From an optimization exercise on the open Yosys and OpenROAD flow, aimed at small area; shortcuts taken in it are not production practice.
Only simulation tests tie the RTL to the original design; equivalence was not proved.
No activity file was given, so power comes from the tool's default toggle rates.

==> flow/design.v <==
module debouncer
(
	input 		noisy,
	input 		clock,
	output reg 	debounced
);
reg       last;
reg [2:0] run;    
always @ (posedge clock)
begin
	last <= noisy;
	if (noisy != last)
		run <= 3'd0;
	else if (run != 3'd7)
		run <= run + 3'd1;
	if (run == 3'd7)
		debounced <= ~last;
end
endmodule
module RXMajority3Filter
(
	input clockIN,
	input rxIN,
	output wire rxOUT
);
reg [2:0] rxLock;
assign rxOUT = (rxLock[0] & rxLock[1]) | (rxLock[0] & rxLock[2]) | (rxLock[1] & rxLock[2]);
always @(posedge clockIN)
begin
	rxLock <= {rxIN, rxLock[2:1]};
end
endmodule
module UART_RX
#(
	parameter CLOCK_FREQUENCY = 50_000_000,
	parameter BAUD_RATE       = 921600
)
(
	input  clockIN,
	input  RxResetIN,
	input  rxIN,
	output reg  rxFireOUT,
	output reg  rxBitOUT,
	output reg  [3:0] rxBitsOUT
);
localparam HALF_BAUD_CLK_REG_VALUE = (CLOCK_FREQUENCY / BAUD_RATE / 2 - 1);
localparam HALF_BAUD_CLK_REG_SIZE  = $clog2(HALF_BAUD_CLK_REG_VALUE);
reg [HALF_BAUD_CLK_REG_SIZE-1:0] rxClkCounter;
reg rxBaudClk;
wire rx;
wire rxIdle = (rxBitsOUT == 4'd15);
wire rxBaudTick = ~(rx & rxIdle) & (rxClkCounter == 0) & ~rxBaudClk;
RXMajority3Filter rxFilter
(
	.clockIN(clockIN),
	.rxIN(rxIN),
	.rxOUT(rx)
);
always @(posedge clockIN)
begin
	if(rx & rxIdle)
	begin
		rxClkCounter <= HALF_BAUD_CLK_REG_VALUE;
		rxBaudClk    <= 0;
	end
	else if(rxClkCounter == 0)
	begin
		rxClkCounter <= HALF_BAUD_CLK_REG_VALUE;
		rxBaudClk    <= ~rxBaudClk;
	end
	else
		rxClkCounter <= rxClkCounter - 1'b1;
end
always @(posedge clockIN)
begin
	rxFireOUT <= rxBaudTick & (rxBitsOUT == 4'd0) & rx & ~RxResetIN;
	if(RxResetIN)
		rxBitsOUT <= 4'd15;
	else if(rxBaudTick)
	begin
		rxBitOUT <= rx;
		if(rxIdle)
			rxBitsOUT <= 4'd8;
		else
			rxBitsOUT <= rxBitsOUT - 4'd1;
	end
end
endmodule
module LedDataSelector
(
	input wire clock,
	input wire reset,
	input wire [4:0] phase,
	input wire UART_RxFire,
	input wire UART_RxBit,
	input wire [3:0] UART_RxBits,
	input wire [1:0] ws_led,
	input wire ws_win,
	input wire ws_led_end,
	input wire [1:0] sk_led,
	input wire sk_win,
	input wire sk_led_end,
	output wire [3:0] wd,        
	output wire [3:0] ws_we,     
	output wire [3:0] sk_we
);
reg [2:0] byte_idx;
reg [2:0] addr;
reg addr31;
reg wr;
reg [7:0] cb [0:3];
wire rx_data = ~UART_RxBits[3];            
wire slot_now = (phase[2:0] == UART_RxBits[2:0]);
genvar c;
generate
for (c = 0; c < 4; c = c + 1) begin : g_cb
	localparam [2:0] BYTE = (c == 0) ? 3'd5 : (c == 1) ? 3'd4 : (c == 2) ? 3'd6 : 3'd7;
	wire ins = rx_data & slot_now & (byte_idx == BYTE);
	always @(posedge clock)
		cb[c] <= {cb[c][0], cb[c][7:2], ins ? UART_RxBit : cb[c][1]};
	assign wd[c] = cb[c][1];
end
endgenerate
always @(posedge clock)
begin
	wr <= UART_RxFire & (byte_idx == 3'd7) & ~reset;
	if (reset)
		byte_idx <= 3'd0;
	else if (UART_RxFire)
		byte_idx <= byte_idx + 3'd1;
	if (byte_idx == 3'd0 && UART_RxBits == 4'd7) addr[0] <= UART_RxBit;
	if (byte_idx == 3'd0 && UART_RxBits == 4'd6) addr[1] <= UART_RxBit;
	if (byte_idx == 3'd0 && UART_RxBits == 4'd5) addr[2] <= UART_RxBit;
	if (byte_idx == 3'd3 && UART_RxBits == 4'd0) addr31 <= UART_RxBit;
end
reg pend, ch, sw_on, sw_half;
reg [1:0] tgt;
wire wr_ok   = wr & ~addr[2];    
wire a_win   = addr31 ? sk_win : ws_win;
wire a_end   = addr31 ? sk_led_end : ws_led_end;
wire [1:0] a_led = addr31 ? sk_led : ws_led;
wire blk     = wr_ok & a_win & ~a_end & ~reset & (a_led == addr[1:0]);
wire c_win   = ch ? sk_win : ws_win;
wire c_end   = ch ? sk_led_end : ws_led_end;
wire commit  = pend & (~c_win | c_end | reset);
wire start   = (wr_ok & ~blk) | commit;
always @(posedge clock)
begin
	if (wr_ok)
	begin
		tgt <= addr[1:0];
		ch <= addr31;
	end
	pend <= blk | (pend & ~commit);
	if (start)
	begin
		sw_on <= 1'b1;
		sw_half <= 1'b0;
	end
	else if (sw_on && phase[2:0] == 3'd7)
	begin
		if (sw_half)
			sw_on <= 1'b0;
		sw_half <= 1'b1;
	end
end
wire [1:0] wtap = tgt - phase[4:3];
wire [3:0] tap_sel = 4'd1 << wtap;
assign ws_we = (sw_on & ~ch) ? tap_sel : 4'd0;
assign sk_we = (sw_on & ch) ? tap_sel : 4'd0;
endmodule
module RAM_2P
(
	input clock,
	input [3:0] we,       
	input wd,
	output [3:0] tap
);
reg [31:0] q;
wire [31:0] nxt = {q[0], q[31:1]};
genvar t;
generate
for (t = 0; t < 4; t = t + 1) begin : g_tap
	assign tap[t] = we[t] ? wd : nxt[8*t];
end
endgenerate
always @(posedge clock)
	q <= {nxt[31:25], tap[3], nxt[23:17], tap[2], nxt[15:9], tap[1], nxt[7:1], tap[0]};
endmodule
module WS2812
#(
	parameter NCOL = 3,
	parameter NBITS = 8 * NCOL,
	parameter [5:0] T_CNT = 6'd35,   
	parameter [4:0] T_IDX = 5'd8,
	parameter [1:0] T_LED = 2'd0,
	parameter [2:0] T_EXT = 3'd6
)
(
	input wire clock,
	input wire reset,
	input wire [4:0] phase,
	input wire [4*NCOL-1:0] taps,    
	output reg [1:0] led,
	output reg [4:0] idx,
	output wire win,
	output wire led_end,
	output reg ws_data
);
reg gap, pre;
reg bit_val;    
wire [1:0] rtap = led - phase[4:3];
wire [3:0] col_taps = taps[4*idx[4:3] +: 4];
always @(posedge clock)
	if (phase[2:0] == idx[2:0])
		bit_val <= col_taps[rtap];
reg [5:0] cnt;
reg [2:0] ext;
wire bit_end = ~pre & (cnt == 6'd62);
wire col_end = bit_end & (idx[2:0] == 3'd7);
wire led_last = col_end & (idx == NBITS - 1);
wire term = gap & ~pre & (cnt == T_CNT) & (idx == T_IDX) & (led == T_LED) & (ext == T_EXT);
assign win = ~gap & (~pre | (cnt >= 6'd61));
assign led_end = led_last & ~gap;
always @(posedge clock)
begin
	if (reset)
	begin
		ws_data <= 1'b0;
		gap <= 1'b0;
		pre <= 1'b1;
		cnt <= 6'd50;
		idx <= 5'd0;
		led <= 2'd0;
	end
	else
	begin
		ws_data <= ~gap & ~pre & (bit_val ? (cnt < 6'd56) : (cnt < 6'd22));
		if (term)
		begin
			gap <= 1'b0;
			pre <= 1'b1;
			cnt <= 6'd51;
			idx <= 5'd0;
			led <= 2'd0;
		end
		else if (pre)
		begin
			cnt <= cnt + 6'd1;
			if (cnt == 6'd62)
				pre <= 1'b0;
		end
		else if (led_last)
		begin
			idx <= 5'd0;
			led <= led + 2'd1;
			pre <= 1'b1;
			cnt <= 6'd51;
			if (led == 2'd3)
			begin
				gap <= 1'b1;
				ext <= gap ? ext + 3'd1 : 3'd0;
			end
		end
		else if (col_end)
		begin
			idx <= idx + 5'd1;
			cnt <= 6'd63;
		end
		else if (bit_end)
		begin
			idx <= idx + 5'd1;
			cnt <= 6'd0;
		end
		else
			cnt <= cnt + 6'd1;
	end
end
endmodule
module SK6812RGBW
(
	input wire clock,
	input wire reset,
	input wire [4:0] phase,
	input wire [15:0] taps,
	output wire [1:0] led,
	output wire win,
	output wire led_end,
	output wire ws_data
);
WS2812 #(.NCOL(4), .T_CNT(6'd44), .T_IDX(5'd9), .T_LED(2'd2), .T_EXT(3'd4)) ser
(
	.clock(clock),
	.reset(reset),
	.phase(phase),
	.taps(taps),
	.led(led),
	.idx(),
	.win(win),
	.led_end(led_end),
	.ws_data(ws_data)
);
endmodule
module C10LP_TOP
(
	input SYS_CLK50M,
	input USER_PB0,
	input GPIO1,
	output ARDUINO_IO12,
	output ARDUINO_IO13
);
wire reset;
reg [4:0] phase;
always @(posedge SYS_CLK50M)
	phase <= phase + 5'd1;
wire rx_fire, rx_bit;
wire [3:0] rx_bits;
wire [3:0] wd, ws_we, sk_we;
wire [1:0] ws_led, sk_led;
wire ws_win, sk_win, ws_led_end, sk_led_end;
wire [11:0] ws_taps;
wire [15:0] sk_taps;
debouncer db
(
	.noisy(USER_PB0),
	.clock(SYS_CLK50M),
	.debounced(reset)
);
UART_RX uart_rx_i
(
	.clockIN(SYS_CLK50M),
	.RxResetIN(reset),
	.rxIN(GPIO1),
	.rxFireOUT(rx_fire),
	.rxBitOUT(rx_bit),
	.rxBitsOUT(rx_bits)
);
LedDataSelector lds
(
	.clock(SYS_CLK50M),
	.reset(reset),
	.phase(phase),
	.UART_RxFire(rx_fire),
	.UART_RxBit(rx_bit),
	.UART_RxBits(rx_bits),
	.ws_led(ws_led),
	.ws_win(ws_win),
	.ws_led_end(ws_led_end),
	.sk_led(sk_led),
	.sk_win(sk_win),
	.sk_led_end(sk_led_end),
	.wd(wd),
	.ws_we(ws_we),
	.sk_we(sk_we)
);
genvar c;
generate
for (c = 0; c < 3; c = c + 1) begin : g_ws
	RAM_2P ram (.clock(SYS_CLK50M), .we(ws_we), .wd(wd[c]), .tap(ws_taps[4*c +: 4]));
end
for (c = 0; c < 4; c = c + 1) begin : g_sk
	RAM_2P ram (.clock(SYS_CLK50M), .we(sk_we), .wd(wd[c]), .tap(sk_taps[4*c +: 4]));
end
endgenerate
WS2812 ws
(
	.clock(SYS_CLK50M),
	.reset(reset),
	.phase(phase),
	.taps(ws_taps),
	.led(ws_led),
	.idx(),
	.win(ws_win),
	.led_end(ws_led_end),
	.ws_data(ARDUINO_IO12)
);
SK6812RGBW sk
(
	.clock(SYS_CLK50M),
	.reset(reset),
	.phase(phase),
	.taps(sk_taps),
	.led(sk_led),
	.win(sk_win),
	.led_end(sk_led_end),
	.ws_data(ARDUINO_IO13)
);
endmodule
==> flow/run.sh <==
#!/bin/bash
# synth_recipe.tcl (not shown) runs the flow's synth.tcl, then flattens the netlist and writes it again
# the make line also repeats each setting of config.mk as NAME=value (left out here)
make -C /OpenROAD-flow-scripts/flow DESIGN_CONFIG=/design/flow/config.mk WORK_HOME=/design/flow/orfs CLKGATE_MAP_FILE= SYNTH_SCRIPT=/design/flow/synth_recipe.tcl finish
==> flow/config.mk <==
export PLATFORM = sky130hd
export DESIGN_NAME = C10LP_TOP
export DESIGN_NICKNAME = C10LP_TOP
export VERILOG_FILES = /design/flow/design.v
export SDC_FILE = /design/flow/constraint.sdc
export NUM_CORES = 4
export LEC_CHECK = 0
export CAP_MARGIN = 20
export CORE_MARGIN = 2
export CORE_UTILIZATION = 40
export SLEW_MARGIN = 20
==> flow/constraint.sdc <==
create_clock -name core_clock -period 20.0 [get_ports {SYS_CLK50M}]
set_input_delay 4.0000 -clock core_clock [delete_from_list [all_inputs] [get_ports {SYS_CLK50M}]]
set_output_delay 4.0000 -clock core_clock [all_outputs]
set_load 0.01 [all_outputs]
==> notes.md <==
## registers in the layout, summed over array words and instances, names as in the netlist, 4 cells and up
signal / flops
g_sk.ram.q: 128
g_ws.ram.q: 96
lds.cb: 32
phase: 5
sk.ser.cnt: 6
sk.ser.idx: 5
uart_rx_i.rxBitsOUT: 4
uart_rx_i.rxClkCounter: 5
ws.cnt: 6
ws.idx: 5
## layer usage
metal  vias to the layer above  wire length [um]  GRT usage
li1                       2628                 -          -
met1                      2343              7950      0.172
met2                        61              6050      0.162
met3                        29               507     0.0281
met4                         0               368     0.0519
met5                         -                 0          0
## power by group through the flow
stage	combinational, mW	clock, mW	sequential, mW
global route	0.0123	0.668	0.680
CTS	0.0106	0.641	0.680
global placement	0.0102	0	0.695
finish	0.0104	0.624	0.680
detailed placement	0.0106	0	0.695
floorplan	0.00891	0	0.694
## cell type report
type                            instances  area [um2]  share of cell area
Tap cell                              324         405              0.0351
Timing Repair Buffer                    4        40.0             0.00347
Sequential cell                       335        6880               0.596
Inverter                               31         116              0.0101
Multi-Input combinational cell        380        2940               0.255
Clock inverter                         10        67.6             0.00586
Clock buffer                           51        1090              0.0943
## worst max path at each step
stage	from	to	slack, ps
floorplan	USER_PB0	db.run[0]	15630
global placement	USER_PB0	db.run[1]	15100
detailed placement	USER_PB0	db.run[2]	15090
CTS	sk.ser.ws_data	ARDUINO_IO13	14660
global route	sk.ser.ws_data	ARDUINO_IO13	14640
finish	ws.ws_data	ARDUINO_IO12	14680
## metrics by stage
stage	hold slack [ps]	total power, mW	utilization	cell area [um2]
2_1_floorplan	310	0.703	-	10000
3_3_place_gp	310	0.705	0.424	10400
3_5_place_dp	312	0.705	0.424	10400
4_1_cts	317	1.33	0.472	11500
5_1_grt	323	1.36	0.472	11500
6_report	311	1.31	0.472	11500
## cells by family after synthesis
group / count (synthesis) / synth area share
AND/OR/NAND/NOR: 185 / 0.100
buffers and inverters: 48 / 0.0189
flip-flops: 335 / 0.687
adder cells (fa/ha/maj): 39 / 0.0485
XOR/XNOR: 43 / 0.0421
AO/OA/AOI/OAI: 61 / 0.0365
multiplexers: 52 / 0.0669
## placed cells by master (no fill, tap or decap), types with 4 or more instances in the layout
master and instances:
dfxtp_1 318, nand2_1 43, nor2_1 42, ha_1 38
clkbuf_16 36, inv_1 31, mux2_2 24, xnor2_1 22
a21oi_1 22, nand3_1 17, xor2_1 17, edfxtp_1 17
o21ai_0 14, mux2i_1 14, clkbuf_8 13, nor3_1 12
mux4_2 9, and2_1 8, nor2b_1 8, nand4_1 7
mux2_1 5, nor4_1 5, o21ai_1 5, clkinv_2 5
and3_1 4, or2_1 4, nand2b_1 4, clkdlybuf4s50_1 4
==> results by group <==
Run status
  • Status: complete, no violations

Detailed routing
  • Wire length per cell: 13.1 um
  • DRT iter0 DRCs: 297
  • Vias: 5061
  • DRC: 0
  • Post-Route WL: 14900 um
  • Vias per cell: 4.46
  • Final ANT Viol Nets: 0
  • First-pass DRT Iterations: 4

CTS
  • Number of CTS-inserted buffers: 34
  • Setup Fix Bufs, Post-CTS: 0
  • Clock slew at reported path FFs: 60 ps
  • H-tree levels: 2
  • Post-CTS sizing: 0
  • Skew-Pair Late Insertion Delay: 500 ps
  • CTS Sinks: 335
  • Hold_buf cts: 0
  • Root Driver: clkbuf_16
  • CTS tree: built
  • Clock Path Buffers: 3

Floorplanning
  • Die Height: 162 um
  • Num rows: 57
  • Starting density of the core: 0.409
  • Die ar.: 26300 um2
  • Core area: 24500 um2
  • IO Pins: 5
  • Die Span X: 162 um

Critical path
  • Startpoint types: register
  • R2R Setup Slk: 17280 ps
  • CP Class: reg -> out
  • Slowest stage delay, CP: 520 ps
  • Worst R2R End: ws.bit_val
  • Buffers & Inverters on Critical Path: 1
  • Critical path endpoint category: output port
  • Arr. time, crit path: 1320 ps
  • Worst path required time: 16000 ps
  • Worst path depth: 1
  • Max FO, Critical Path: 1
  • Crit-path leading delay family: buffers and inverters
  • FF-to-FF path depth: 8
  • Slowest library cell on the worst path: clkdlybuf4s50_1
  • Worst flop-to-flop path startpoint: ws.led[0]
  • CP Cell Sequence: clkdlybuf4s50_1

Min path
  • Tightest Hold Check Type: reg -> reg
  • Hold path cells: 0
  • Hold path start: g_ws[2].ram.q[2]
  • Hold Path Sink: g_ws[2].ram.q[1]

STA
  • Setup TNS Final: 0 ps
  • Slew HR: 0.476
  • Period minus WS final: 5320 ps
  • Fmax: 0.188 GHz
  • Least-Margin Pin Slew: 786 ps
  • Final Skew: 17.6 ps
  • Final worst slack: 14680 ps
  • Hold Vio Cnt, Final: 0
  • Slew Limit Fails: 0
  • Fin crit share: 0.266
  • RSZ-0062 raised after global routing: no
  • Final setup viols: 0

Global route
  • Largest net degree at the start of global routing: 21
  • Antenna violations before repair: 0
  • Overflow after GRT: 0
  • Vias in the first global route: 4816
  • First-pass GRT wire length: 24400 um
  • Total GRT Usage: 0.117

Power and ir drop
  • NetSw: 255 uW
  • Sequential group share of total power: 0.517
  • Internal power: 1.06 mW
  • Leakage power: 4.62 nW
  • Worst VDD drop: 0.0543 mV
  • Clock network power share: 0.475
  • Cell Pwr Density: 114 nW/um2
  • Logic pwr share: 0.008
  • Sw Ratio: 0.194

Synth
  • Synth top cells by count: dfxtp_1 (318), nand2_1 (43), nor2_1 (42)
  • FF+latch count, synth: 335
  • Syn_nets: 804
  • EDFF count, synth: 17
  • Yosys warnings: 9
  • Synth unique cells: 66
  • Synth Area per Inst: 13.1 um2
  • Seq/Total Area, Yosys: 0.687
  • Syn Inst Count: 763
  • Synth top area cells: dfxtp_1 (64%), edfxtp_1 (5.1%), ha_1 (4.8%)
  • Top cell type's share of synthesized area: 0.636
  • Async set or reset register ratio after synthesis: 0
  • Synth area leader: dfxtp_1
  • Synth Cell Area: 10000 um2
  • Synth Flop Type: dfxtp_1
  • Most numerous cell in the Yosys netlist: dfxtp_1

Cells and area
  • Non-filler cells, final: 1135
  • ANT cells: 0
  • Final net count: 827
  • Share of layout cells above drive strength 1: 0.127
  • Area delta synth->final: 15.3%
  • Fill count: 2139

Place
  • Port-buffer cells: 4
  • Final GP Congestion: 0.797
  • DPL Wire Length: 9660 um
  • Placed insts: 1074
  • Pre-CTS setup slack: 15090 ps

Run
  • Max-cap violations: 0

-- afterwards: timing with drivers on the ports --
How much do the figures lean on ideal ports? The routed layout below was timed once more, with nothing changed but the port constraints.
Step 1 assumes that a clkbuf_16 drives the clock port and a buf_2 every other input.
Step 2 adds t to the input delays and takes it off the output delays; t is the mean of the earliest and latest rising clock arrival at the registers after step 1. Input paths then give back, and output paths get back, about the clock's delay inside the block.
a / b / c = ideal / step 1 / step 2; a / b = the first two.
shift t [ns]: 0.540
setup slack, ns: 14.679 / 14.635 / 15.085
worst hold slack (ns): 0.311 / 0.311 / 0.311
worst setup path after step 2: input to register
After both steps setup and hold are still met in this run. The setup slack of this run moves by -0.044 ns with the drivers and by +0.406 ns with both steps.
